This design comes from an exercise in tuning for small area on the open sky130 flow, not from production work.
Where RTL was checked, it was by simulation tests only, not by an equivalence proof against the original.
The RTL of run 2 was laid out without a check of its function.

==> flow/design.v, too long to show whole: its modules and the start of the top module <==
// module lif_neuron: 132 lines
// module lif_leak: 682 lines
// module lif_fa: 10 lines
// module lif_ao22: 9 lines
// module lif_aoi22: 9 lines
// module lif_aoi221: 10 lines
// module lif_aoi222: 11 lines
// module lif_aoi21: 8 lines
// module lif_nor2: 7 lines
// module lif_xnor2: 7 lines
// module lif_or2: 7 lines
// module lif_inv: 6 lines
module lif_neuron (
    input  wire        clk,
    input  wire        rst,
    input  wire [15:0] threshold,
    input  wire [15:0] leak_rate,
    input  wire [7:0]  refractory,
    input  wire        leaky_enable,
    input  wire        reset_on_spike,
    input  wire [15:0] input_neuron_id,
    input  wire [7:0]  synapse_weight,
    input  wire        spike_in_valid,
    output wire        spike_in_ready,
    output reg  [15:0] output_neuron_id,
    output reg         spike_out_valid,
    input  wire        spike_out_ready,
    input  wire [15:0] neuron_id,
    output reg  [15:0] membrane_potential,
    output wire        in_refractory,
    output reg  [7:0]  refract_counter
);
  // ...
==> flow/flow/run.sh <==
#!/bin/bash
# Standard ORFS layout (the standard.sh: standard synthesis, floorplan,
# placement, CTS, routing) with these changes:
# - after floorplan, flow/downsize.tcl sets combinational cells that synthesis
#   upsized back to drive strength 1 (repair steps size up what needs it);
# - the buffers that buffer_ports puts on every input and output port are the
#   smallest plain buffer (sky130_fd_sc_hd__buf_1) instead of the cell the
#   resizer picks by default;
# - clock tree synthesis uses clkbuf_8 buffers and no dummy loads;
# - synthesis (ABC) buffers are removed at floorplan (REMOVE_ABC_BUFFERS);
# make's whole output goes to make_finish.log; each ORFS step keeps its own
# log under orfs/logs/.
set -euo pipefail
cd "$(dirname "$0")/.."
bash standard.sh \
  "POST_FLOORPLAN_TCL=$PWD/flow/downsize.tcl" \
  "BUFFER_PORTS_ARGS=-buffer_cell sky130_fd_sc_hd__buf_1" \
  "CTS_ARGS=-sink_clustering_enable -repair_clock_nets -dont_use_dummy_load -buf_list sky130_fd_sc_hd__clkbuf_8" \
  "REMOVE_ABC_BUFFERS=1" \
  finish > make_finish.log 2>&1
==> flow/flow/downsize.tcl <==
# Sourced by ORFS at the end of floorplan (POST_FLOORPLAN_TCL).  Synthesis
# (ABC) maps small helper modules on their own and often picks a larger drive
# strength than the layout needs; set every combinational cell that has a
# size-1 variant of the same function back to size 1.  The later repair steps
# (repair_design, repair_timing) size cells up again where timing, slew or
# capacitance need it.  Flip-flops and clock cells are left alone.
set db [ord::get_db]
set block [ord::get_db_block]
set swapped 0
foreach inst [$block getInsts] {
  set master [$inst getMaster]
  set name [$master getName]
  if {![regexp {^(sky130_fd_sc_hd__[a-z0-9]+)_([0-9]+)$} $name -> base size]} { continue }
  if {$size <= 1} { continue }
  if {[regexp {__(df|sdf|edf|dl|clk|dly|conb|tap|fill|decap|diode)} $base]} { continue }
  set small [$db findMaster ${base}_1]
  if {$small eq "NULL" || $small eq ""} { continue }
  if {[$small getWidth] >= [$master getWidth]} { continue }
  $inst swapMaster $small
  incr swapped
}
puts "downsize.tcl: $swapped cells set to drive strength 1"
==> flow/standard.sh <==
#!/bin/bash
# synth_recipe.tcl (not shown) runs the flow's synth.tcl, then flattens the netlist and writes it again
# the make line also repeats each setting of config.mk as NAME=value (left out here)
make -C /OpenROAD-flow-scripts/flow DESIGN_CONFIG=/design/flow/config.mk WORK_HOME=/design/flow/orfs CLKGATE_MAP_FILE= SYNTH_SCRIPT=/design/flow/synth_recipe.tcl "${@:-finish}"
==> flow/config.mk <==
export PLATFORM = sky130hd
export DESIGN_NAME = lif_neuron
export DESIGN_NICKNAME = lif_neuron
export VERILOG_FILES = /design/flow/design.v
export SDC_FILE = /design/flow/constraint.sdc
export NUM_CORES = 4
export LEC_CHECK = 0
export CAP_MARGIN = 5
export CORE_MARGIN = 2
export CORE_UTILIZATION = 40
export GPL_TIMING_DRIVEN = 0
export SLEW_MARGIN = 5
export SYNTH_HIERARCHICAL = 1
export SYNTH_MINIMUM_KEEP_SIZE = 0
==> flow/constraint.sdc <==
create_clock -name core_clock -period 14.0 [get_ports {clk}]
set_input_delay 2.8000 -clock core_clock [delete_from_list [all_inputs] [get_ports {clk}]]
set_output_delay 2.8000 -clock core_clock [all_outputs]
set_load 0.01 [all_outputs]
==> flow_summary.yaml, run 1 <==
floorplanning:
  core.rowCount: 50
  tap_cells: 260
route:
  wl_met3_um: 1130
  drt-initial-drc-count: 459
  dr.pass1.iters: 7
sta:
  fin_crit_sh_pct: 96.6
  slew_violations: 0
  hold_viol_final: 0
  period_needed_ps: 13520
grt:
  grt_first_pass_wirelength_um: 35700
  busiest_layer: "met2"
  antenna_found_initial: 0
  grt_use_total_pct: 22.4
  grt_max_degree: 32
worst_setup_path:
  endpoint_kind: "flop"
  critical_path.slowest_cell: "buf_1"
  rr_startpoint: "membrane_potential[5]"
  worst-path-buf-inv: 1
  critical_path.top_delay_family: "adder cells"
  r2r_slack_ps: 2560
hold_path:
  hp-class: "flop to flop"
  hp-start: "output_neuron_id[15]"
cells_and_area:
  final_util_pct: 44.1
  num_antenna_cells: 0
  multi_input_area_share_pct: 78.4
  bufAreaShareNonClock_pct: 5.23
  signal_buffers: 114
run_status:
  outcome: "no timing/DRC/antenna violations"
clock_network:
  clock-sinks: 43
  cts-hold-fix-buffers: 0
placement:
  pre_cts_slack_ps: 125
  place_congestion: 0.834
  dp_hpwl_um: 15700
==> inputs of run 2 (changes only) <==
--- a/flow/design.v
+++ b/flow/design.v
@@ -373,110 +373,103 @@
     wire pp_14_9 = ~(m[14] & l[9]);
     wire pp_14_10 = ~(m[14] & l[10]);
     wire pp_14_11 = ~(m[14] & l[11]);
     wire pp_14_12 = ~(m[14] & l[12]);
     wire pp_14_13 = ~(m[14] & l[13]);
     wire pp_14_14 = ~(m[14] & l[14]);
     wire pp_14_15 = ~(m[14] & l[15]);
     wire fs1, fc2;
-    lif_xnor2 u_fs1 (.a(pp_0_13), .b(pp_1_12), .y(fs1));
-    lif_or2 u_fc2 (.a(pp_0_13), .b(pp_1_12), .y(fc2));
+    lif_fa u_fs1 (.a(pp_0_13), .b(pp_1_12), .c(1'b1), .s(fs1), .co(fc2));
     wire fs3, fc4;
     lif_fa u_fs3 (.a(pp_0_14), .b(pp_1_13), .c(pp_2_12), .s(fs3), .co(fc4));
     wire fs5, fc6;
-    lif_xnor2 u_fs5 (.a(pp_3_11), .b(pp_4_10), .y(fs5));
-    lif_or2 u_fc6 (.a(pp_3_11), .b(pp_4_10), .y(fc6));
+    lif_fa u_fs5 (.a(pp_3_11), .b(pp_4_10), .c(1'b1), .s(fs5), .co(fc6));
     wire fs7, fc8;
     lif_fa u_fs7 (.a(pp_0_15), .b(pp_1_14), .c(pp_2_13), .s(fs7), .co(fc8));
     wire fs9, fc10;
     lif_fa u_fs9 (.a(pp_3_12), .b(pp_4_11), .c(pp_5_10), .s(fs9), .co(fc10));
     wire fs11, fc12;
     lif_fa u_fs11 (.a(m[0]), .b(pp_1_15), .c(pp_2_14), .s(fs11), .co(fc12));
     wire fs13, fc14;
     lif_fa u_fs13 (.a(pp_3_13), .b(pp_4_12), .c(pp_5_11), .s(fs13), .co(fc14));
     wire fs15, fc16;
     lif_fa u_fs15 (.a(m[1]), .b(pp_2_15), .c(pp_3_14), .s(fs15), .co(fc16));
     wire fs17, fc18;
-    lif_xnor2 u_fs17 (.a(pp_4_13), .b(pp_5_12), .y(fs17));
-    lif_or2 u_fc18 (.a(pp_4_13), .b(pp_5_12), .y(fc18));
+    lif_fa u_fs17 (.a(pp_4_13), .b(pp_5_12), .c(1'b1), .s(fs17), .co(fc18));
     wire fs19, fc20;
     lif_fa u_fs19 (.a(m[2]), .b(pp_3_15), .c(pp_4_14), .s(fs19), .co(fc20));
     wire fs21, fc22;
-    lif_xnor2 u_fs21 (.a(pp_0_9), .b(pp_1_8), .y(fs21));
-    lif_or2 u_fc22 (.a(pp_0_9), .b(pp_1_8), .y(fc22));
+    lif_fa u_fs21 (.a(pp_0_9), .b(pp_1_8), .c(1'b1), .s(fs21), .co(fc22));
     wire fs23, fc24;
     lif_fa u_fs23 (.a(pp_0_10), .b(pp_1_9), .c(pp_2_8), .s(fs23), .co(fc24));
     wire fs25, fc26;
-    lif_xnor2 u_fs25 (.a(pp_3_7), .b(pp_4_6), .y(fs25));
-    lif_or2 u_fc26 (.a(pp_3_7), .b(pp_4_6), .y(fc26));
+    lif_fa u_fs25 (.a(pp_3_7), .b(pp_4_6), .c(1'b1), .s(fs25), .co(fc26));
     wire fs27, fc28;
     lif_fa u_fs27 (.a(pp_0_11), .b(pp_1_10), .c(pp_2_9), .s(fs27), .co(fc28));
     wire fs29, fc30;
     lif_fa u_fs29 (.a(pp_3_8), .b(pp_4_7), .c(pp_5_6), .s(fs29), .co(fc30));
     wire fs31, fc32;
-    lif_xnor2 u_fs31 (.a(pp_6_5), .b(pp_7_4), .y(fs31));
-    lif_or2 u_fc32 (.a(pp_6_5), .b(pp_7_4), .y(fc32));
+    lif_fa u_fs31 (.a(pp_6_5), .b(pp_7_4), .c(1'b1), .s(fs31), .co(fc32));
     wire fs33, fc34;
     lif_fa u_fs33 (.a(pp_0_12), .b(pp_1_11), .c(pp_2_10), .s(fs33), .co(fc34));
     wire fs35, fc36;
     lif_fa u_fs35 (.a(pp_3_9), .b(pp_4_8), .c(pp_5_7), .s(fs35), .co(fc36));
     wire fs37, fc38;
     lif_fa u_fs37 (.a(pp_6_6), .b(pp_7_5), .c(pp_8_4), .s(fs37), .co(fc38));
     wire fs39, fc40;
-    lif_xnor2 u_fs39 (.a(pp_9_3), .b(pp_10_2), .y(fs39));
-    lif_or2 u_fc40 (.a(pp_9_3), .b(pp_10_2), .y(fc40));
+    lif_fa u_fs39 (.a(pp_9_3), .b(pp_10_2), .c(1'b1), .s(fs39), .co(fc40));
     wire fs41, fc42;
     lif_fa u_fs41 (.a(pp_2_11), .b(pp_3_10), .c(pp_4_9), .s(fs41), .co(fc42));
     wire fs43, fc44;
     lif_fa u_fs43 (.a(pp_5_8), .b(pp_6_7), .c(pp_7_6), .s(fs43), .co(fc44));
     wire fs45, fc46;
     lif_fa u_fs45 (.a(pp_8_5), .b(pp_9_4), .c(pp_10_3), .s(fs45), .co(fc46));
     wire fs47, fc48;
     lif_fa u_fs47 (.a(pp_11_2), .b(pp_12_1), .c(pp_13_0), .s(fs47), .co(fc48));
     wire fs49, fc50;
     lif_fa u_fs49 (.a(pp_5_9), .b(pp_6_8), .c(pp_7_7), .s(fs49), .co(fc50));
     wire fs51, fc52;
     lif_fa u_fs51 (.a(pp_8_6), .b(pp_9_5), .c(pp_10_4), .s(fs51), .co(fc52));
     wire fs53, fc54;
     lif_fa u_fs53 (.a(pp_11_3), .b(pp_12_2), .c(pp_13_1), .s(fs53), .co(fc54));
     wire fs55, fc56;
-    lif_fa u_fs55 (.a(pp_14_0), .b(fs5), .c(fc2), .s(fs55), .co(fc56));
+    lif_fa u_fs55 (.a(pp_14_0), .b(fs3), .c(fs5), .s(fs55), .co(fc56));
     wire fs57, fc58;
     lif_fa u_fs57 (.a(pp_6_9), .b(pp_7_8), .c(pp_8_7), .s(fs57), .co(fc58));
     wire fs59, fc60;
     lif_fa u_fs59 (.a(pp_9_6), .b(pp_10_5), .c(pp_11_4), .s(fs59), .co(fc60));
     wire fs61, fc62;
     lif_fa u_fs61 (.a(pp_12_3), .b(pp_13_2), .c(pp_14_1), .s(fs61), .co(fc62));
     wire fs63, fc64;
-    lif_fa u_fs63 (.a(fc6), .b(fs7), .c(fs9), .s(fs63), .co(fc64));
+    lif_fa u_fs63 (.a(fs7), .b(fs9), .c(fc4), .s(fs63), .co(fc64));
     wire fs65, fc66;
     lif_fa u_fs65 (.a(pp_6_10), .b(pp_7_9), .c(pp_8_8), .s(fs65), .co(fc66));
     wire fs67, fc68;
     lif_fa u_fs67 (.a(pp_9_7), .b(pp_10_6), .c(pp_11_5), .s(fs67), .co(fc68));
     wire fs69, fc70;
     lif_fa u_fs69 (.a(pp_12_4), .b(pp_13_3), .c(pp_14_2), .s(fs69), .co(fc70));
     wire fs71, fc72;
     lif_fa u_fs71 (.a(fs11), .b(fs13), .c(fc8), .s(fs71), .co(fc72));
     wire fs73, fc74;
     lif_fa u_fs73 (.a(pp_6_11), .b(pp_7_10), .c(pp_8_9), .s(fs73), .co(fc74));
     wire fs75, fc76;
     lif_fa u_fs75 (.a(pp_9_8), .b(pp_10_7), .c(pp_11_6), .s(fs75), .co(fc76));
     wire fs77, fc78;
     lif_fa u_fs77 (.a(pp_12_5), .b(pp_13_4), .c(pp_14_3), .s(fs77), .co(fc78));
     wire fs79, fc80;
-    lif_fa u_fs79 (.a(fs17), .b(fs15), .c(fc12), .s(fs79), .co(fc80));
+    lif_fa u_fs79 (.a(fs15), .b(fs17), .c(fc12), .s(fs79), .co(fc80));
     wire fs81, fc82;
     lif_fa u_fs81 (.a(pp_5_13), .b(pp_6_12), .c(pp_7_11), .s(fs81), .co(fc82));
     wire fs83, fc84;
     lif_fa u_fs83 (.a(pp_8_10), .b(pp_9_9), .c(pp_10_8), .s(fs83), .co(fc84));
     wire fs85, fc86;
     lif_fa u_fs85 (.a(pp_11_7), .b(pp_12_6), .c(pp_13_5), .s(fs85), .co(fc86));
     wire fs87, fc88;
-    lif_fa u_fs87 (.a(pp_14_4), .b(fc18), .c(fs19), .s(fs87), .co(fc88));
+    lif_fa u_fs87 (.a(pp_14_4), .b(fs19), .c(fc16), .s(fs87), .co(fc88));
     wire fs89, fc90;
     lif_fa u_fs89 (.a(m[3]), .b(pp_4_15), .c(pp_5_14), .s(fs89), .co(fc90));
     wire fs91, fc92;
     lif_fa u_fs91 (.a(pp_6_13), .b(pp_7_12), .c(pp_8_11), .s(fs91), .co(fc92));
     wire fs93, fc94;
     lif_fa u_fs93 (.a(pp_9_10), .b(pp_10_9), .c(pp_11_8), .s(fs93), .co(fc94));
     wire fs95, fc96;
     lif_fa u_fs95 (.a(pp_12_7), .b(pp_13_6), .c(pp_14_5), .s(fs95), .co(fc96));
@@ -488,86 +481,83 @@
     lif_fa u_fs101 (.a(pp_10_10), .b(pp_11_9), .c(pp_12_8), .s(fs101), .co(fc102));
     wire fs103, fc104;
     lif_fa u_fs103 (.a(m[5]), .b(pp_6_15), .c(pp_7_14), .s(fs103), .co(fc104));
     wire fs105, fc106;
     lif_fa u_fs105 (.a(pp_8_13), .b(pp_9_12), .c(pp_10_11), .s(fs105), .co(fc106));
     wire fs107, fc108;
     lif_fa u_fs107 (.a(m[6]), .b(pp_7_15), .c(pp_8_14), .s(fs107), .co(fc108));
     wire fs109, fc110;
-    lif_xnor2 u_fs109 (.a(pp_0_6), .b(pp_1_5), .y(fs109));
-    lif_or2 u_fc110 (.a(pp_0_6), .b(pp_1_5), .y(fc110));
+    lif_fa u_fs109 (.a(pp_0_6), .b(pp_1_5), .c(1'b1), .s(fs109), .co(fc110));
     wire fs111, fc112;
     lif_fa u_fs111 (.a(pp_0_7), .b(pp_1_6), .c(pp_2_5), .s(fs111), .co(fc112));
     wire fs113, fc114;
-    lif_xnor2 u_fs113 (.a(pp_3_4), .b(pp_4_3), .y(fs113));
-    lif_or2 u_fc114 (.a(pp_3_4), .b(pp_4_3), .y(fc114));
+    lif_fa u_fs113 (.a(pp_3_4), .b(pp_4_3), .c(1'b1), .s(fs113), .co(fc114));
     wire fs115, fc116;
     lif_fa u_fs115 (.a(pp_0_8), .b(pp_1_7), .c(pp_2_6), .s(fs115), .co(fc116));
     wire fs117, fc118;
     lif_fa u_fs117 (.a(pp_3_5), .b(pp_4_4), .c(pp_5_3), .s(fs117), .co(fc118));
     wire fs119, fc120;
-    lif_xnor2 u_fs119 (.a(pp_6_2), .b(pp_7_1), .y(fs119));
-    lif_or2 u_fc120 (.a(pp_6_2), .b(pp_7_1), .y(fc120));
+    lif_fa u_fs119 (.a(pp_6_2), .b(pp_7_1), .c(1'b1), .s(fs119), .co(fc120));
     wire fs121, fc122;
     lif_fa u_fs121 (.a(pp_2_7), .b(pp_3_6), .c(pp_4_5), .s(fs121), .co(fc122));
     wire fs123, fc124;
     lif_fa u_fs123 (.a(pp_5_4), .b(pp_6_3), .c(pp_7_2), .s(fs123), .co(fc124));
     wire fs125, fc126;
     lif_fa u_fs125 (.a(pp_8_1), .b(pp_9_0), .c(fs21), .s(fs125), .co(fc126));
     wire fs127, fc128;
     lif_fa u_fs127 (.a(pp_5_5), .b(pp_6_4), .c(pp_7_3), .s(fs127), .co(fc128));
     wire fs129, fc130;
     lif_fa u_fs129 (.a(pp_8_2), .b(pp_9_1), .c(pp_10_0), .s(fs129), .co(fc130));
     wire fs131, fc132;
-    lif_fa u_fs131 (.a(fs25), .b(fc22), .c(fs23), .s(fs131), .co(fc132));
+    lif_fa u_fs131 (.a(fs23), .b(fs25), .c(fc22), .s(fs131), .co(fc132));
     wire fs133, fc134;
     lif_fa u_fs133 (.a(pp_8_3), .b(pp_9_2), .c(pp_10_1), .s(fs133), .co(fc134));
     wire fs135, fc136;
-    lif_fa u_fs135 (.a(pp_11_0), .b(fs31), .c(fc26), .s(fs135), .co(fc136));
+    lif_fa u_fs135 (.a(pp_11_0), .b(fs27), .c(fs29), .s(fs135), .co(fc136));
     wire fs137, fc138;
-    lif_fa u_fs137 (.a(fs27), .b(fs29), .c(fc24), .s(fs137), .co(fc138));
+    lif_fa u_fs137 (.a(fs31), .b(fc24), .c(fc26), .s(fs137), .co(fc138));
     wire fs139, fc140;
-    lif_fa u_fs139 (.a(pp_11_1), .b(pp_12_0), .c(fs39), .s(fs139), .co(fc140));
+    lif_fa u_fs139 (.a(pp_11_1), .b(pp_12_0), .c(fs33), .s(fs139), .co(fc140));
     wire fs141, fc142;
-    lif_fa u_fs141 (.a(fc32), .b(fs33), .c(fs35), .s(fs141), .co(fc142));
+    lif_fa u_fs141 (.a(fs35), .b(fs37), .c(fs39), .s(fs141), .co(fc142));
     wire fs143, fc144;
-    lif_fa u_fs143 (.a(fs37), .b(fc28), .c(fc30), .s(fs143), .co(fc144));
+    lif_fa u_fs143 (.a(fc28), .b(fc30), .c(fc32), .s(fs143), .co(fc144));
     wire fs145, fc146;
-    lif_fa u_fs145 (.a(fs1), .b(fc40), .c(fs41), .s(fs145), .co(fc146));
+    lif_fa u_fs145 (.a(fs1), .b(fs41), .c(fs43), .s(fs145), .co(fc146));
     wire fs147, fc148;
-    lif_fa u_fs147 (.a(fs43), .b(fs45), .c(fs47), .s(fs147), .co(fc148));
+    lif_fa u_fs147 (.a(fs45), .b(fs47), .c(fc34), .s(fs147), .co(fc148));
     wire fs149, fc150;
-    lif_fa u_fs149 (.a(fc34), .b(fc36), .c(fc38), .s(fs149), .co(fc150));
+    lif_fa u_fs149 (.a(fc36), .b(fc38), .c(fc40), .s(fs149), .co(fc150));
     wire fs151, fc152;
-    lif_fa u_fs151 (.a(fs3), .b(fs49), .c(fs51), .s(fs151), .co(fc152));
+    lif_fa u_fs151 (.a(fc2), .b(fs49), .c(fs51), .s(fs151), .co(fc152));
     wire fs153, fc154;
     lif_fa u_fs153 (.a(fs53), .b(fc42), .c(fc44), .s(fs153), .co(fc154));
     wire fs155, fc156;
     lif_fa u_fs155 (.a(fc46), .b(fc48), .c(fs55), .s(fs155), .co(fc156));
     wire fs157, fc158;
-    lif_fa u_fs157 (.a(fc4), .b(fs57), .c(fs59), .s(fs157), .co(fc158));
+    lif_fa u_fs157 (.a(fc6), .b(fs57), .c(fs59), .s(fs157), .co(fc158));
     wire fs159, fc160;
     lif_fa u_fs159 (.a(fs61), .b(fc50), .c(fc52), .s(fs159), .co(fc160));
     wire fs161, fc162;
-    lif_fa u_fs161 (.a(fc54), .b(fc56), .c(fs63), .s(fs161), .co(fc162));
+    lif_fa u_fs161 (.a(fc54), .b(fs63), .c(fc56), .s(fs161), .co(fc162));
     wire fs163, fc164;
     lif_fa u_fs163 (.a(fc10), .b(fs65), .c(fs67), .s(fs163), .co(fc164));
     wire fs165, fc166;
     lif_fa u_fs165 (.a(fs69), .b(fc58), .c(fc60), .s(fs165), .co(fc166));
     wire fs167, fc168;
     lif_fa u_fs167 (.a(fc62), .b(fs71), .c(fc64), .s(fs167), .co(fc168));
     wire fs169, fc170;
     lif_fa u_fs169 (.a(fc14), .b(fs73), .c(fs75), .s(fs169), .co(fc170));
     wire fs171, fc172;
     lif_fa u_fs171 (.a(fs77), .b(fc66), .c(fc68), .s(fs171), .co(fc172));
     wire fs173, fc174;
     lif_fa u_fs173 (.a(fc70), .b(fs79), .c(fc72), .s(fs173), .co(fc174));
     wire fs175, fc176;
-    lif_fa u_fs175 (.a(fc16), .b(fs81), .c(fs83), .s(fs175), .co(fc176));
+    lif_fa u_fs175 (.a(fc18), .b(fs81), .c(fs83), .s(fs175), .co(fc176));
     wire fs177, fc178;
     lif_fa u_fs177 (.a(fs85), .b(fc74), .c(fc76), .s(fs177), .co(fc178));
     wire fs179, fc180;
     lif_fa u_fs179 (.a(fc78), .b(fs87), .c(fc80), .s(fs179), .co(fc180));
     wire fs181, fc182;
     lif_fa u_fs181 (.a(fc20), .b(fs89), .c(fs91), .s(fs181), .co(fc182));
     wire fs183, fc184;
     lif_fa u_fs183 (.a(fs93), .b(fs95), .c(fc82), .s(fs183), .co(fc184));
@@ -599,63 +589,61 @@
     lif_fa u_fs209 (.a(pp_13_10), .b(pp_14_9), .c(fc108), .s(fs209), .co(fc210));
     wire fs211, fc212;
     lif_fa u_fs211 (.a(m[8]), .b(pp_9_15), .c(pp_10_14), .s(fs211), .co(fc212));
     wire fs213, fc214;
     lif_fa u_fs213 (.a(pp_11_13), .b(pp_12_12), .c(pp_13_11), .s(fs213), .co(fc214));
     wire fs215, fc216;
     lif_fa u_fs215 (.a(m[9]), .b(pp_10_15), .c(pp_11_14), .s(fs215), .co(fc216));
     wire fs217, fc218;
-    lif_xnor2 u_fs217 (.a(pp_0_4), .b(pp_1_3), .y(fs217));
-    lif_or2 u_fc218 (.a(pp_0_4), .b(pp_1_3), .y(fc218));
+    lif_fa u_fs217 (.a(pp_0_4), .b(pp_1_3), .c(1'b1), .s(fs217), .co(fc218));
     wire fs219, fc220;
     lif_fa u_fs219 (.a(pp_0_5), .b(pp_1_4), .c(pp_2_3), .s(fs219), .co(fc220));
     wire fs221, fc222;
-    lif_xnor2 u_fs221 (.a(pp_3_2), .b(pp_4_1), .y(fs221));
-    lif_or2 u_fc222 (.a(pp_3_2), .b(pp_4_1), .y(fc222));
+    lif_fa u_fs221 (.a(pp_3_2), .b(pp_4_1), .c(1'b1), .s(fs221), .co(fc222));
     wire fs223, fc224;
     lif_fa u_fs223 (.a(pp_2_4), .b(pp_3_3), .c(pp_4_2), .s(fs223), .co(fc224));
     wire fs225, fc226;
     lif_fa u_fs225 (.a(pp_5_1), .b(pp_6_0), .c(fs109), .s(fs225), .co(fc226));
     wire fs227, fc228;
     lif_fa u_fs227 (.a(pp_5_2), .b(pp_6_1), .c(pp_7_0), .s(fs227), .co(fc228));
     wire fs229, fc230;
-    lif_fa u_fs229 (.a(fs113), .b(fc110), .c(fs111), .s(fs229), .co(fc230));
+    lif_fa u_fs229 (.a(fs111), .b(fs113), .c(fc110), .s(fs229), .co(fc230));
     wire fs231, fc232;
-    lif_fa u_fs231 (.a(pp_8_0), .b(fs119), .c(fc114), .s(fs231), .co(fc232));
+    lif_fa u_fs231 (.a(pp_8_0), .b(fs115), .c(fs117), .s(fs231), .co(fc232));
     wire fs233, fc234;
-    lif_fa u_fs233 (.a(fs115), .b(fs117), .c(fc112), .s(fs233), .co(fc234));
+    lif_fa u_fs233 (.a(fs119), .b(fc112), .c(fc114), .s(fs233), .co(fc234));
     wire fs235, fc236;
-    lif_fa u_fs235 (.a(fc120), .b(fs121), .c(fs123), .s(fs235), .co(fc236));
+    lif_fa u_fs235 (.a(fs121), .b(fs123), .c(fc116), .s(fs235), .co(fc236));
     wire fs237, fc238;
-    lif_fa u_fs237 (.a(fc116), .b(fc118), .c(fs125), .s(fs237), .co(fc238));
+    lif_fa u_fs237 (.a(fc118), .b(fc120), .c(fs125), .s(fs237), .co(fc238));
     wire fs239, fc240;
     lif_fa u_fs239 (.a(fs127), .b(fs129), .c(fc122), .s(fs239), .co(fc240));
     wire fs241, fc242;
-    lif_fa u_fs241 (.a(fc124), .b(fc126), .c(fs131), .s(fs241), .co(fc242));
+    lif_fa u_fs241 (.a(fc124), .b(fs131), .c(fc126), .s(fs241), .co(fc242));
     wire fs243, fc244;
     lif_fa u_fs243 (.a(fs133), .b(fc128), .c(fc130), .s(fs243), .co(fc244));
     wire fs245, fc246;
     lif_fa u_fs245 (.a(fs135), .b(fs137), .c(fc132), .s(fs245), .co(fc246));
     wire fs247, fc248;
-    lif_fa u_fs247 (.a(fc134), .b(fs139), .c(fc136), .s(fs247), .co(fc248));
+    lif_fa u_fs247 (.a(fc134), .b(fs139), .c(fs141), .s(fs247), .co(fc248));
     wire fs249, fc250;
-    lif_fa u_fs249 (.a(fs141), .b(fs143), .c(fc138), .s(fs249), .co(fc250));
+    lif_fa u_fs249 (.a(fs143), .b(fc136), .c(fc138), .s(fs249), .co(fc250));
     wire fs251, fc252;
-    lif_fa u_fs251 (.a(fc140), .b(fs145), .c(fs147), .s(fs251), .co(fc252));
+    lif_fa u_fs251 (.a(fs145), .b(fs147), .c(fs149), .s(fs251), .co(fc252));
     wire fs253, fc254;
-    lif_fa u_fs253 (.a(fs149), .b(fc142), .c(fc144), .s(fs253), .co(fc254));
+    lif_fa u_fs253 (.a(fc140), .b(fc142), .c(fc144), .s(fs253), .co(fc254));
     wire fs255, fc256;
     lif_fa u_fs255 (.a(fs151), .b(fs153), .c(fc146), .s(fs255), .co(fc256));
     wire fs257, fc258;
     lif_fa u_fs257 (.a(fc148), .b(fc150), .c(fs155), .s(fs257), .co(fc258));
     wire fs259, fc260;
     lif_fa u_fs259 (.a(fs157), .b(fs159), .c(fc152), .s(fs259), .co(fc260));
     wire fs261, fc262;
-    lif_fa u_fs261 (.a(fc154), .b(fc156), .c(fs161), .s(fs261), .co(fc262));
+    lif_fa u_fs261 (.a(fc154), .b(fs161), .c(fc156), .s(fs261), .co(fc262));
     wire fs263, fc264;
     lif_fa u_fs263 (.a(fs163), .b(fs165), .c(fc158), .s(fs263), .co(fc264));
     wire fs265, fc266;
     lif_fa u_fs265 (.a(fc160), .b(fs167), .c(fc162), .s(fs265), .co(fc266));
     wire fs267, fc268;
     lif_fa u_fs267 (.a(fs169), .b(fs171), .c(fc164), .s(fs267), .co(fc268));
     wire fs269, fc270;
     lif_fa u_fs269 (.a(fc166), .b(fs173), .c(fc168), .s(fs269), .co(fc270));
@@ -693,42 +681,41 @@
     lif_fa u_fs301 (.a(fs215), .b(fc212), .c(fc214), .s(fs301), .co(fc302));
     wire fs303, fc304;
     lif_fa u_fs303 (.a(m[10]), .b(pp_11_15), .c(pp_12_14), .s(fs303), .co(fc304));
     wire fs305, fc306;
     lif_fa u_fs305 (.a(pp_13_13), .b(pp_14_12), .c(fc216), .s(fs305), .co(fc306));
     wire fs307, fc308;
     lif_fa u_fs307 (.a(m[11]), .b(pp_12_15), .c(pp_13_14), .s(fs307), .co(fc308));
     wire fs309, fc310;
-    lif_xnor2 u_fs309 (.a(pp_0_3), .b(pp_1_2), .y(fs309));
-    lif_or2 u_fc310 (.a(pp_0_3), .b(pp_1_2), .y(fc310));
+    lif_fa u_fs309 (.a(pp_0_3), .b(pp_1_2), .c(1'b1), .s(fs309), .co(fc310));
     wire fs311, fc312;
     lif_fa u_fs311 (.a(pp_2_2), .b(pp_3_1), .c(pp_4_0), .s(fs311), .co(fc312));
     wire fs313, fc314;
-    lif_fa u_fs313 (.a(pp_5_0), .b(fs221), .c(fc218), .s(fs313), .co(fc314));
+    lif_fa u_fs313 (.a(pp_5_0), .b(fs219), .c(fs221), .s(fs313), .co(fc314));
     wire fs315, fc316;
-    lif_fa u_fs315 (.a(fc222), .b(fs223), .c(fc220), .s(fs315), .co(fc316));
+    lif_fa u_fs315 (.a(fs223), .b(fc220), .c(fc222), .s(fs315), .co(fc316));
     wire fs317, fc318;
-    lif_fa u_fs317 (.a(fs227), .b(fc224), .c(fc226), .s(fs317), .co(fc318));
+    lif_fa u_fs317 (.a(fs227), .b(fc224), .c(fs229), .s(fs317), .co(fc318));
     wire fs319, fc320;
     lif_fa u_fs319 (.a(fc228), .b(fs231), .c(fs233), .s(fs319), .co(fc320));
     wire fs321, fc322;
-    lif_fa u_fs321 (.a(fc232), .b(fs235), .c(fc234), .s(fs321), .co(fc322));
+    lif_fa u_fs321 (.a(fs235), .b(fc232), .c(fc234), .s(fs321), .co(fc322));
     wire fs323, fc324;
-    lif_fa u_fs323 (.a(fs239), .b(fc236), .c(fc238), .s(fs323), .co(fc324));
+    lif_fa u_fs323 (.a(fs239), .b(fc236), .c(fs241), .s(fs323), .co(fc324));
     wire fs325, fc326;
     lif_fa u_fs325 (.a(fs243), .b(fc240), .c(fs245), .s(fs325), .co(fc326));
     wire fs327, fc328;
     lif_fa u_fs327 (.a(fc244), .b(fs247), .c(fs249), .s(fs327), .co(fc328));
     wire fs329, fc330;
-    lif_fa u_fs329 (.a(fc248), .b(fs251), .c(fs253), .s(fs329), .co(fc330));
+    lif_fa u_fs329 (.a(fs251), .b(fs253), .c(fc248), .s(fs329), .co(fc330));
     wire fs331, fc332;
     lif_fa u_fs331 (.a(fs255), .b(fc252), .c(fc254), .s(fs331), .co(fc332));
     wire fs333, fc334;
-    lif_fa u_fs333 (.a(fs259), .b(fc256), .c(fc258), .s(fs333), .co(fc334));
+    lif_fa u_fs333 (.a(fs259), .b(fc256), .c(fs261), .s(fs333), .co(fc334));
     wire fs335, fc336;
     lif_fa u_fs335 (.a(fs263), .b(fc260), .c(fs265), .s(fs335), .co(fc336));
     wire fs337, fc338;
     lif_fa u_fs337 (.a(fs267), .b(fc264), .c(fs269), .s(fs337), .co(fc338));
     wire fs339, fc340;
     lif_fa u_fs339 (.a(fs271), .b(fc268), .c(fs273), .s(fs339), .co(fc340));
     wire fs341, fc342;
     lif_fa u_fs341 (.a(fs275), .b(fc272), .c(fs277), .s(fs341), .co(fc342));
@@ -746,45 +733,44 @@
     lif_fa u_fs353 (.a(fs299), .b(fs301), .c(fc296), .s(fs353), .co(fc354));
     wire fs355, fc356;
     lif_fa u_fs355 (.a(fs303), .b(fc300), .c(fs305), .s(fs355), .co(fc356));
     wire fs357, fc358;
     lif_fa u_fs357 (.a(pp_14_13), .b(fs307), .c(fc304), .s(fs357), .co(fc358));
     wire fs359, fc360;
     lif_fa u_fs359 (.a(m[12]), .b(pp_13_15), .c(pp_14_14), .s(fs359), .co(fc360));
     wire fs361, fc362;
-    lif_xnor2 u_fs361 (.a(pp_0_2), .b(pp_1_1), .y(fs361));
-    lif_or2 u_fc362 (.a(pp_0_2), .b(pp_1_1), .y(fc362));
+    lif_fa u_fs361 (.a(pp_0_2), .b(pp_1_1), .c(1'b1), .s(fs361), .co(fc362));
     wire fs363, fc364;
     lif_fa u_fs363 (.a(pp_2_1), .b(pp_3_0), .c(fs309), .s(fs363), .co(fc364));
     wire fs365, fc366;
-    lif_fa u_fs365 (.a(fs217), .b(fc310), .c(fs311), .s(fs365), .co(fc366));
+    lif_fa u_fs365 (.a(fs217), .b(fs311), .c(fc310), .s(fs365), .co(fc366));
     wire fs367, fc368;
-    lif_fa u_fs367 (.a(fs219), .b(fc312), .c(fs313), .s(fs367), .co(fc368));
+    lif_fa u_fs367 (.a(fc218), .b(fc312), .c(fs313), .s(fs367), .co(fc368));
     wire fs369, fc370;
-    lif_fa u_fs369 (.a(fs225), .b(fc314), .c(fs315), .s(fs369), .co(fc370));
+    lif_fa u_fs369 (.a(fs225), .b(fs315), .c(fc314), .s(fs369), .co(fc370));
     wire fs371, fc372;
-    lif_fa u_fs371 (.a(fs229), .b(fc316), .c(fs317), .s(fs371), .co(fc372));
+    lif_fa u_fs371 (.a(fc226), .b(fc316), .c(fs317), .s(fs371), .co(fc372));
     wire fs373, fc374;
-    lif_fa u_fs373 (.a(fc230), .b(fc318), .c(fs319), .s(fs373), .co(fc374));
+    lif_fa u_fs373 (.a(fc230), .b(fs319), .c(fc318), .s(fs373), .co(fc374));
     wire fs375, fc376;
     lif_fa u_fs375 (.a(fs237), .b(fs321), .c(fc320), .s(fs375), .co(fc376));
     wire fs377, fc378;
-    lif_fa u_fs377 (.a(fs241), .b(fc322), .c(fs323), .s(fs377), .co(fc378));
+    lif_fa u_fs377 (.a(fc238), .b(fc322), .c(fs323), .s(fs377), .co(fc378));
     wire fs379, fc380;
-    lif_fa u_fs379 (.a(fc242), .b(fc324), .c(fs325), .s(fs379), .co(fc380));
+    lif_fa u_fs379 (.a(fc242), .b(fs325), .c(fc324), .s(fs379), .co(fc380));
     wire fs381, fc382;
     lif_fa u_fs381 (.a(fc246), .b(fs327), .c(fc326), .s(fs381), .co(fc382));
     wire fs383, fc384;
     lif_fa u_fs383 (.a(fc250), .b(fs329), .c(fc328), .s(fs383), .co(fc384));
     wire fs385, fc386;
     lif_fa u_fs385 (.a(fs257), .b(fs331), .c(fc330), .s(fs385), .co(fc386));
     wire fs387;
-    lif_fa u_fs387 (.a(fs261), .b(fc332), .c(fs333), .s(fs387), .co(xb[0]));
-    lif_fa u_fs389 (.a(fc262), .b(fc334), .c(fs335), .s(xa[0]), .co(xb[1]));
+    lif_fa u_fs387 (.a(fc258), .b(fc332), .c(fs333), .s(fs387), .co(xb[0]));
+    lif_fa u_fs389 (.a(fc262), .b(fs335), .c(fc334), .s(xa[0]), .co(xb[1]));
     lif_fa u_fs391 (.a(fc266), .b(fs337), .c(fc336), .s(xa[1]), .co(xb[2]));
     lif_fa u_fs393 (.a(fc270), .b(fs339), .c(fc338), .s(xa[2]), .co(xb[3]));
     lif_fa u_fs395 (.a(fc274), .b(fs341), .c(fc340), .s(xa[3]), .co(xb[4]));
     lif_fa u_fs397 (.a(fc278), .b(fs343), .c(fc342), .s(xa[4]), .co(xb[5]));
     lif_fa u_fs399 (.a(fc282), .b(fs345), .c(fc344), .s(xa[5]), .co(xb[6]));
     lif_fa u_fs401 (.a(fc286), .b(fs347), .c(fc346), .s(xa[6]), .co(xb[7]));
     lif_fa u_fs403 (.a(fc290), .b(fs349), .c(fc348), .s(xa[7]), .co(xb[8]));
     lif_fa u_fs405 (.a(fc294), .b(fs351), .c(fc350), .s(xa[8]), .co(xb[9]));
@@ -871,28 +857,14 @@
 endmodule
 module lif_nor2 (
     input  wire a,
     input  wire b,
     output wire y
 );
     assign y = ~(a | b);
 endmodule
-module lif_xnor2 (
-    input  wire a,
-    input  wire b,
-    output wire y
-);
-    assign y = ~(a ^ b);
-endmodule
-module lif_or2 (
-    input  wire a,
-    input  wire b,
-    output wire y
-);
-    assign y = a | b;
-endmodule
 module lif_inv (
     input  wire a,
     output wire y
 );
     assign y = ~a;
 endmodule
==> flow/flow/run.sh (replaced) <==
#!/bin/bash
# Standard ORFS layout (the standard.sh: standard synthesis, floorplan,
# placement, CTS, routing) with these changes:
# - after floorplan, flow/downsize.tcl sets combinational cells that synthesis
#   upsized back to drive strength 1 (repair steps size up what needs it);
# - the buffers that buffer_ports puts on every input and output port are the
#   smallest plain buffer (sky130_fd_sc_hd__buf_1) instead of the cell the
#   resizer picks by default;
# - clock tree synthesis uses clkbuf_8 buffers and no dummy loads;
# - after global routing, repair_timing -recover_power downsizes gates that
#   have timing slack to spare.
# make's whole output goes to make_finish.log; each ORFS step keeps its own
# log under orfs/logs/.
set -euo pipefail
cd "$(dirname "$0")/.."
bash standard.sh \
  "POST_FLOORPLAN_TCL=$PWD/flow/downsize.tcl" \
  "BUFFER_PORTS_ARGS=-buffer_cell sky130_fd_sc_hd__buf_1" \
  "CTS_ARGS=-sink_clustering_enable -repair_clock_nets -dont_use_dummy_load -buf_list sky130_fd_sc_hd__clkbuf_8" \
  "RECOVER_POWER=100" \
  finish > make_finish.log 2>&1
==> flow/config.mk (replaced) <==
export PLATFORM = sky130hd
export DESIGN_NAME = lif_neuron
export DESIGN_NICKNAME = lif_neuron
export VERILOG_FILES = /design/flow/design.v
export SDC_FILE = /design/flow/constraint.sdc
export NUM_CORES = 4
export LEC_CHECK = 0
export CAP_MARGIN = 20
export CORE_MARGIN = 2
export CORE_UTILIZATION = 40
export GPL_TIMING_DRIVEN = 0
export SLEW_MARGIN = 20
export SYNTH_HIERARCHICAL = 1
export SYNTH_MINIMUM_KEEP_SIZE = 0
==> run 2 against run 1 <==
Compared with the run above: still clean on timing, DRC and antenna; register-to-register slack worse by 380 ps; via count is 0.11% higher; wire length is 3.8% lower; global-route usage is 0.63 points lower.
==> flow_summary.yaml, run 2 <==
run_status:
  outcome: "no timing/DRC/antenna violations"
sta:
  setup_ws_ps: 403
  period_needed_ps: 13600
  worst_slew_pin_slew_ps: 1010
  hold_viol_final: 0
  setup_tns_ps: 0
  rsz0062_at_grt: "false"
  clock-skew-final_ps: 11.3
  fin_crit_sh_pct: 97.1
  slew_violations: 0
  setup_viol_count_final: 0
  clock.fmax_mhz: 73.5
  whs_ps: 474
  slew_headroom_pct: 32.7
clock_network:
  root_buffer: "clkbuf_8"
  clock_path_buffers: 2
  cts_buffers: 5
  path_clk_slew_ps: 80
  htree_levels: 2
  cts_tree: "built"
  clk_latency_ps: 300
  clock-sinks: 43
placement:
  pre_cts_slack_ps: -78.2
  place_area_um2: 8550
  port_buffers: 112
  dp_hpwl_um: 17300
  place_congestion: 0.831
worst_setup_path:
  reg2reg_depth: 31
  rr_startpoint: "membrane_potential[11]"
  rr_endpoint: "membrane_potential[15]"
  cp_max_fo: 10
  cp.arrival_ps: 13790
  cp-startpoint: "leak_rate[14]"
  startpoint_type: "input port"
  cpPeakStageDelay_ps: 570
  crit_top_cell: "fa_1"
  r2r_slack_ps: 2180
  required_ps: 14190
  endpoint_kind: "flop"
  critical_path.slowest_cell: "fa_1"
  path_class: "input port to flop"
logic_synthesis:
  synthesis.instances: 751
  syn_area_um2: 7850
  ys.warnings.count: 7
  syn_area_per_cell_um2: 10.4
floorplanning:
  die_y_um: 144
  core.rowCount: 51
  initial_core_util_pct: 40.6
  io_pins: 129
  dieArea_um2: 20800
  die_w_um: 144
  core_area_um2: 19300
cells_and_area:
  syn_to_final_growth_pct: 10.1
  final_cell_area_um2: 8640
  reg_top3: "membrane_potential x16, output_neuron_id x16, refract_counter x8"
  num_antenna_cells: 0
  final_net_count: 1197
  final_common_cell: "nand2_1"
  mostFrequentLayoutCells: "242 x nand2_1, 224 x fa_1, 109 x buf_1"
  drive_gt1_share_pct: 2.60
hold_path:
  hold_depth: 1
  hp-start: "output_neuron_id[9]"
  min_to: "output_neuron_id[9]"
  hp-class: "flop to flop"
grt:
  grt_pass1_vias: 6457
  antenna_found_initial: 0
  grt_max_degree: 32
  grt_use_total_pct: 21.8
  overflow: 0
  grt_first_pass_wirelength_um: 34600
route:
  drc: 0
  vias: 6133
  route.antenna.remaining_nets: 0
  viasPerCell: 5.34
  dr.pass1.iters: 7
  drt-initial-drc-count: 382
  post_drt_wl_per_cell_um: 18.5
  wl_um: 21300
flow_run:
  max-cap-violations: 0
run 2: cell count changes in the layout (fill, tap and decap cells not counted), sizes merged:
cell / previous run / this run
or2: 15 / 1
xnor2: 15 / 1
fa: 210 / 224
buf: 114 / 111
conb: 0 / 14
clkbuf: 5 / 52
run 2: metrics by stage:
step / instances / util (%)
after floorplan: 764 / -
after global placement: 1141 / 44.1
after detailed placement: 1143 / 44.2
after CTS: 1148 / 44.6
after global routing: 1148 / 44.7
final: 1148 / 44.7
run 2: final cells by class:
cell class              count  area, um^2
fillers                  1935       10700
multi-input cells         648        6660
flip-flops and latches     43         861
repair buffers            114         434
well taps                 265         332
plain buffers              44         178
inverters                  29         109
clock buffers               5        68.8
run 2: worst max path at each step:
stage / cells after the start / end
final: 31 / membrane_potential[15]
after floorplan: 30 / membrane_potential[15]
after CTS: 31 / membrane_potential[15]
after global routing: 31 / membrane_potential[15]
after global placement: 31 / membrane_potential[15]
after detailed placement: 31 / membrane_potential[15]
run 2: routing by layer:
metal  GRT usage (%)  part of all wire [%]
met5               0                     0
met4            5.62                   2.0
met3            2.62                   6.3
met2            35.8                    49
met1            30.9                    43
run 2: critical path: cells and delay by family:
| family | cells | cell delay, ps |
|---|---|---|
| buffers and inverters | 2 | 750 |
| adders and majority gates | 22 | 9510 |
| AOI/OAI and AO/OA | 2 | 150 |
| and+or+nand+nor | 5 | 590 |
run 2: timing repair:
action                     CTS  global route
setup endpoints to repair    0             1
hold buffers                 0             0
resized for setup            0            21
setup buffers                0             0

port drivers added, routing unchanged:
The results above use ideal ports. As a check the final layouts listed here were re-extracted and re-timed, cells and wires unchanged.
Step 1 sets driving cells, clkbuf_16 on the clock port and buf_2 on the other inputs (assumed; they add their load-dependent delay and slew).
Step 2, shift: input delay + t, output delay - t, t = (earliest + latest rising clock arrival at the registers) / 2. This alone moves slack from input paths to output paths.
a / b / c = no drivers / after step 1 / after step 2; a / b = the first two.
run	shift t [ns]	setup WS [ns]	clock arrival spread, ns	worst slew at a driven data input, ns
run 1	0.307	0.478 / 0.476 / 0.169	0.020 / 0.020	0.06
run 2	0.329	0.403 / 0.409 / 0.080	0.011 / 0.011	0.04
After both steps every run listed still meets setup and hold. For run 2, which loses most, drivers alone change the setup slack by +0.006 ns; drivers and shift together by -0.323 ns.
